From an optimization exercise on the open Yosys and OpenROAD flow, aimed at small area, a short achievable clock period and few clock cycles per item; shortcuts taken in it are not production practice. Where RTL was checked, it was by simulation tests only, not by an equivalence proof against the original. No activity file was given, so power comes from the tool's default toggle rates.

==> flow/design.v <==
module RSA_decrypt #(parameter WIDTH = 8)(
    input                clk,
    input                rst_n,
    input                start,
    input  [2*WIDTH-1:0] c,
    input  [2*WIDTH-1:0] d,
    input  [2*WIDTH-1:0] n,
    output [2*WIDTH-1:0] m_decrypted,
    output reg           finish
);
localparam IDLE  = 3'd0;
localparam NORM  = 3'd1;
localparam STEP  = 3'd2;
localparam CONV  = 3'd3;
localparam SHIFT = 3'd4;
localparam OP_INIT = 2'd0;
localparam OP_SQ   = 2'd1;
localparam OP_MUL  = 2'd2;
localparam OP_FIX  = 2'd3;
reg  [2:0]  state;
reg  [1:0]  op;
reg  [16:0] r;       
reg  [15:0] a;       
reg  [15:0] nn;      
reg  [16:0] dd;      
reg  [3:0]  k;       
reg  [3:0]  j;       
reg         xb;      
reg         lst;     
reg  [18:0] ws, wc;  
reg         pend;    
assign m_decrypted = r[15:0];
wire [4:0]  eg   = ws[18:14] & wc[18:14];
wire [4:0]  ep   = ws[18:14] ^ wc[18:14];
wire [4:0]  ecy;
assign ecy[0] = 1'b0;
assign ecy[1] = eg[0];
assign ecy[2] = eg[1] | (ep[1] & eg[0]);
assign ecy[3] = eg[2] | (ep[2] & eg[1]) | (ep[2] & ep[1] & eg[0]);
assign ecy[4] = eg[3] | (ep[3] & eg[2]) | (ep[3] & ep[2] & eg[1]) | (ep[3] & ep[2] & ep[1] & eg[0]);
wire [4:0]  west = ep ^ ecy;
wire signed [4:0] ws5 = west;
wire        n14  = nn[14];
wire        qz_e = (west[4:1] == 4'b1111);           
wire        qp_e = !west[4];                         
wire        q2_e = n14 ? ((ws5 < -5'sd5) || (ws5 >= 5'sd4)) : ((ws5 < -5'sd4) || (ws5 >= 5'sd3));
wire        fixs = (op == OP_FIX);                   
wire        addn  = fixs ? r[16] : (!qz_e && !qp_e && !q2_e);    
wire        add2n = !fixs && !qp_e && q2_e;                      
wire        subn  = !fixs && qp_e && !q2_e;                      
wire        sub2n = !fixs && qp_e && q2_e;                       
wire [18:0] x1   = {ws[17:0], 1'b0};
wire [18:0] x2   = {wc[17:0], 1'b0};
wire [18:0] x3   = {{2{r[16]}}, r} & {19{xb}};
wire [18:0] s1   = x1 ^ x2 ^ x3;
wire [18:0] c1   = {(x1[17:0] & x2[17:0]) | (x1[17:0] & x3[17:0]) | (x2[17:0] & x3[17:0]), 1'b0};
wire [18:0] n2   = {2'b00, nn, 1'b0};
wire [18:0] n4   = {1'b0, nn, 2'b00};
wire [18:0] mm   = ({19{addn}} & n2) | ({19{add2n}} & n4) | ({19{subn}} & ~n2) | ({19{sub2n}} & ~n4);
wire [18:0] c1i  = {c1[18:2], pend, subn | sub2n};    
wire [18:0] p2   = s1 ^ c1i;
wire [18:0] g2   = s1 & c1i;
wire [18:0] o2   = s1 | c1i;
wire [18:0] s2   = p2 ^ mm;
wire [18:0] c2   = {(mm[17:0] & o2[17:0]) | g2[17:0], 1'b0};
wire [16:0] vsum = ws[17:1] + wc[17:1];
wire [3:0]  jend  = (op == OP_SQ) ? k : 4'd0;
wire [3:0]  jn    = j - 4'd1;
wire        xnext = (op == OP_SQ) ? r[jn] : (op == OP_MUL) ? a[jn] : 1'b0;
wire        dlast = (dd[15:0] == 16'h8000);
reg  [3:0]  amsb;
integer i;
always @(*) begin
    amsb = 4'd0;
    for (i = 0; i < 16; i = i + 1)
        if (a[i]) amsb = i;
end
wire        go_mul = (state == CONV) && (op != OP_FIX) && dd[16];
wire        go_fix = (state == CONV) && (op != OP_FIX) && !dd[16] && dlast;
wire        go_sq  = (state == CONV) && (op != OP_FIX) && !dd[16] && !dlast;
wire        fdone  = (op == OP_FIX) || (go_fix && !vsum[16]);
wire        cv     = (state == CONV) || (state == SHIFT);
wire        ldneg  = cv && go_sq && vsum[16];
wire        ldx1   = cv && (go_sq ? vsum[15] : go_mul ? (a != 16'd0) : 1'b1);
wire [18:0] rx     = {{2{vsum[16]}}, vsum};
always @(posedge clk) begin
    if (state == STEP) begin
        ws   <= s2;
        wc   <= c2;
        pend <= 1'b0;
    end else begin
        ws   <= rx & {19{ldx1}};
        wc   <= {~rx[17:0], 1'b1} & {19{ldneg}};
        pend <= ldneg;
    end
end
always @(posedge clk or negedge rst_n) begin
    if (!rst_n) begin
        state  <= IDLE;
        finish <= 1'b0;
    end else begin
        finish <= 1'b0;
        case (state)
        IDLE:  if (start) state <= NORM;
        NORM:  if ((nn[15] | nn[14]) & (dd[16] | dd[15])) state <= STEP;
        STEP:  if (lst) state <= CONV;
        CONV:  begin
            if (fdone) begin
                if (k == 4'd0) begin state <= IDLE; finish <= 1'b1; end
                else state <= SHIFT;
            end else state <= STEP;
        end
        SHIFT: if (k == 4'd1) begin state <= IDLE; finish <= 1'b1; end
        default: state <= IDLE;
        endcase
    end
end
always @(posedge clk) begin
    case (state)
    IDLE: begin                  
        r  <= {1'b0, c};
        a  <= c;
        nn <= n;
        dd <= {d, 1'b1};
        k  <= 4'd0;
    end
    NORM: begin
        if (!nn[15]) begin
            nn <= {nn[14:0], 1'b0};
            k  <= k + 4'd1;
        end
        if (!dd[16]) dd <= {dd[15:0], 1'b0};
        if ((nn[15] | nn[14]) & (dd[16] | dd[15])) begin
            dd[16] <= 1'b0;
            op     <= OP_INIT;
            j      <= k + {3'b000, !nn[15]};
            xb     <= 1'b1;
            lst    <= 1'b0;
        end
    end
    STEP: begin
        if (j == jend) begin
            lst <= 1'b1;
            xb  <= 1'b0;
        end else begin
            j   <= jn;
            xb  <= xnext;
        end
    end
    CONV: begin
        r <= vsum;
        if (go_mul) begin
            dd[16] <= 1'b0;
            op     <= OP_MUL;
            j      <= amsb - 4'd1;
            xb     <= (amsb != 4'd0) & a[amsb - 4'd1];
            lst    <= (amsb == 4'd0);
        end else if (go_fix && vsum[16]) begin
            op     <= OP_FIX;
            xb     <= 1'b0;
            lst    <= 1'b1;
        end else if (go_sq) begin
            dd     <= {dd[15:0], 1'b0};
            op     <= OP_SQ;
            j      <= 4'd14;
            xb     <= vsum[14];
            lst    <= 1'b0;
        end
    end
    SHIFT: begin
        r <= vsum;
        k <= k - 4'd1;
    end
    default: ;
    endcase
end
endmodule
export LEC_CHECK = 0
export ABC_AREA = 1
export CAP_MARGIN = 20
export CORE_MARGIN = 2
export CORE_UTILIZATION = 40
export CTS_BUF_LIST = sky130_fd_sc_hd__clkbuf_4 sky130_fd_sc_hd__clkbuf_8
export SETUP_SLACK_MARGIN = 2.4
export SLEW_MARGIN = 20
create_clock -name core_clock -period 5.5 [get_ports {clk}]
standard.sh (not shown) runs the stock make flow with config.mk's settings and CLKGATE_MAP_FILE= SYNTH_SCRIPT=/design/flow/synth_recipe.tcl, a recipe that flattens the netlist after the stock synthesis.
==> flow/flow/run.sh <==
#!/bin/bash
set -e
export BUFFER_PORTS_ARGS="-buffer_cell sky130_fd_sc_hd__buf_1"
bash standard.sh > standard.log 2>&1
Then changed:
--- a/flow/design.v
+++ b/flow/design.v
@@ -76,14 +76,13 @@
         if (a[i]) amsb = i;
 end
 wire        go_mul = (state == CONV) && (op != OP_FIX) && dd[16];
 wire        go_fix = (state == CONV) && (op != OP_FIX) && !dd[16] && dlast;
 wire        go_sq  = (state == CONV) && (op != OP_FIX) && !dd[16] && !dlast;
-wire        fdone  = (op == OP_FIX) || (go_fix && !vsum[16]);
 wire        cv     = (state == CONV) || (state == SHIFT);
 wire        ldneg  = cv && go_sq && vsum[16];
-wire        ldx1   = cv && (go_sq ? vsum[15] : go_mul ? (a != 16'd0) : 1'b1);
+wire        ldx1   = cv && (go_sq ? vsum[15] : go_mul ? a[amsb] : 1'b1);
 wire [18:0] rx     = {{2{vsum[16]}}, vsum};
 always @(posedge clk) begin
     if (state == STEP) begin
         ws   <= s2;
         wc   <= c2;
@@ -103,11 +102,11 @@
         case (state)
         IDLE:  if (start) state <= NORM;
         NORM:  if ((nn[15] | nn[14]) & (dd[16] | dd[15])) state <= STEP;
         STEP:  if (lst) state <= CONV;
         CONV:  begin
-            if (fdone) begin
+            if (op == OP_FIX) begin
                 if (k == 4'd0) begin state <= IDLE; finish <= 1'b1; end
                 else state <= SHIFT;
             end else state <= STEP;
         end
         SHIFT: if (k == 4'd1) begin state <= IDLE; finish <= 1'b1; end
@@ -153,11 +152,11 @@
             dd[16] <= 1'b0;
             op     <= OP_MUL;
             j      <= amsb - 4'd1;
             xb     <= (amsb != 4'd0) & a[amsb - 4'd1];
             lst    <= (amsb == 4'd0);
-        end else if (go_fix && vsum[16]) begin
+        end else if (go_fix) begin
             op     <= OP_FIX;
             xb     <= 1'b0;
             lst    <= 1'b1;
         end else if (go_sq) begin
             dd     <= {dd[15:0], 1'b0};
After rerunning:
- design area increases by 3.1%
- combinational power increases by about 5%
- total power increases by 7.8%
- cell count increases by 2.5%
- flip-flop and latch count stays the same
Testbench counts after the change, summed over its fixed seeds: cycles 4,298, ops 12.
Only the layout flow was run in the first run of this note; the RTL was not checked for function there.

## port drivers added, routing unchanged
Ports are ideal in the flow. The routed layouts listed here were re-timed in OpenROAD. Step 1, drivers: a clkbuf_16 drives clk and a buf_2 each remaining input, both assumed. Step 2 adds t to the input delays and takes it off the output delays; t is the mean of the earliest and latest rising clock arrival at the registers after step 1. Input paths then give back, and output paths get back, about the clock's delay inside the block. Slacks: no drivers / after step 1 / after step 2; pairs: no drivers / after step 1.
| run | t (ns) | slack for setup (ns) | hold slack, ns | worst setup path after step 2 | worst data-port slew with drivers (ns) |
|---|---|---|---|---|---|
| the first run | 0.482 | 2.408 / 2.408 / 2.408 | 0.471 / 0.454 / 0.553 | register to register | 0.03 |
| the second run | 0.489 | 2.327 / 2.327 / 2.327 | 0.476 / 0.461 / 0.563 | register to register | 0.03 |
After both steps every run listed still meets setup and hold.
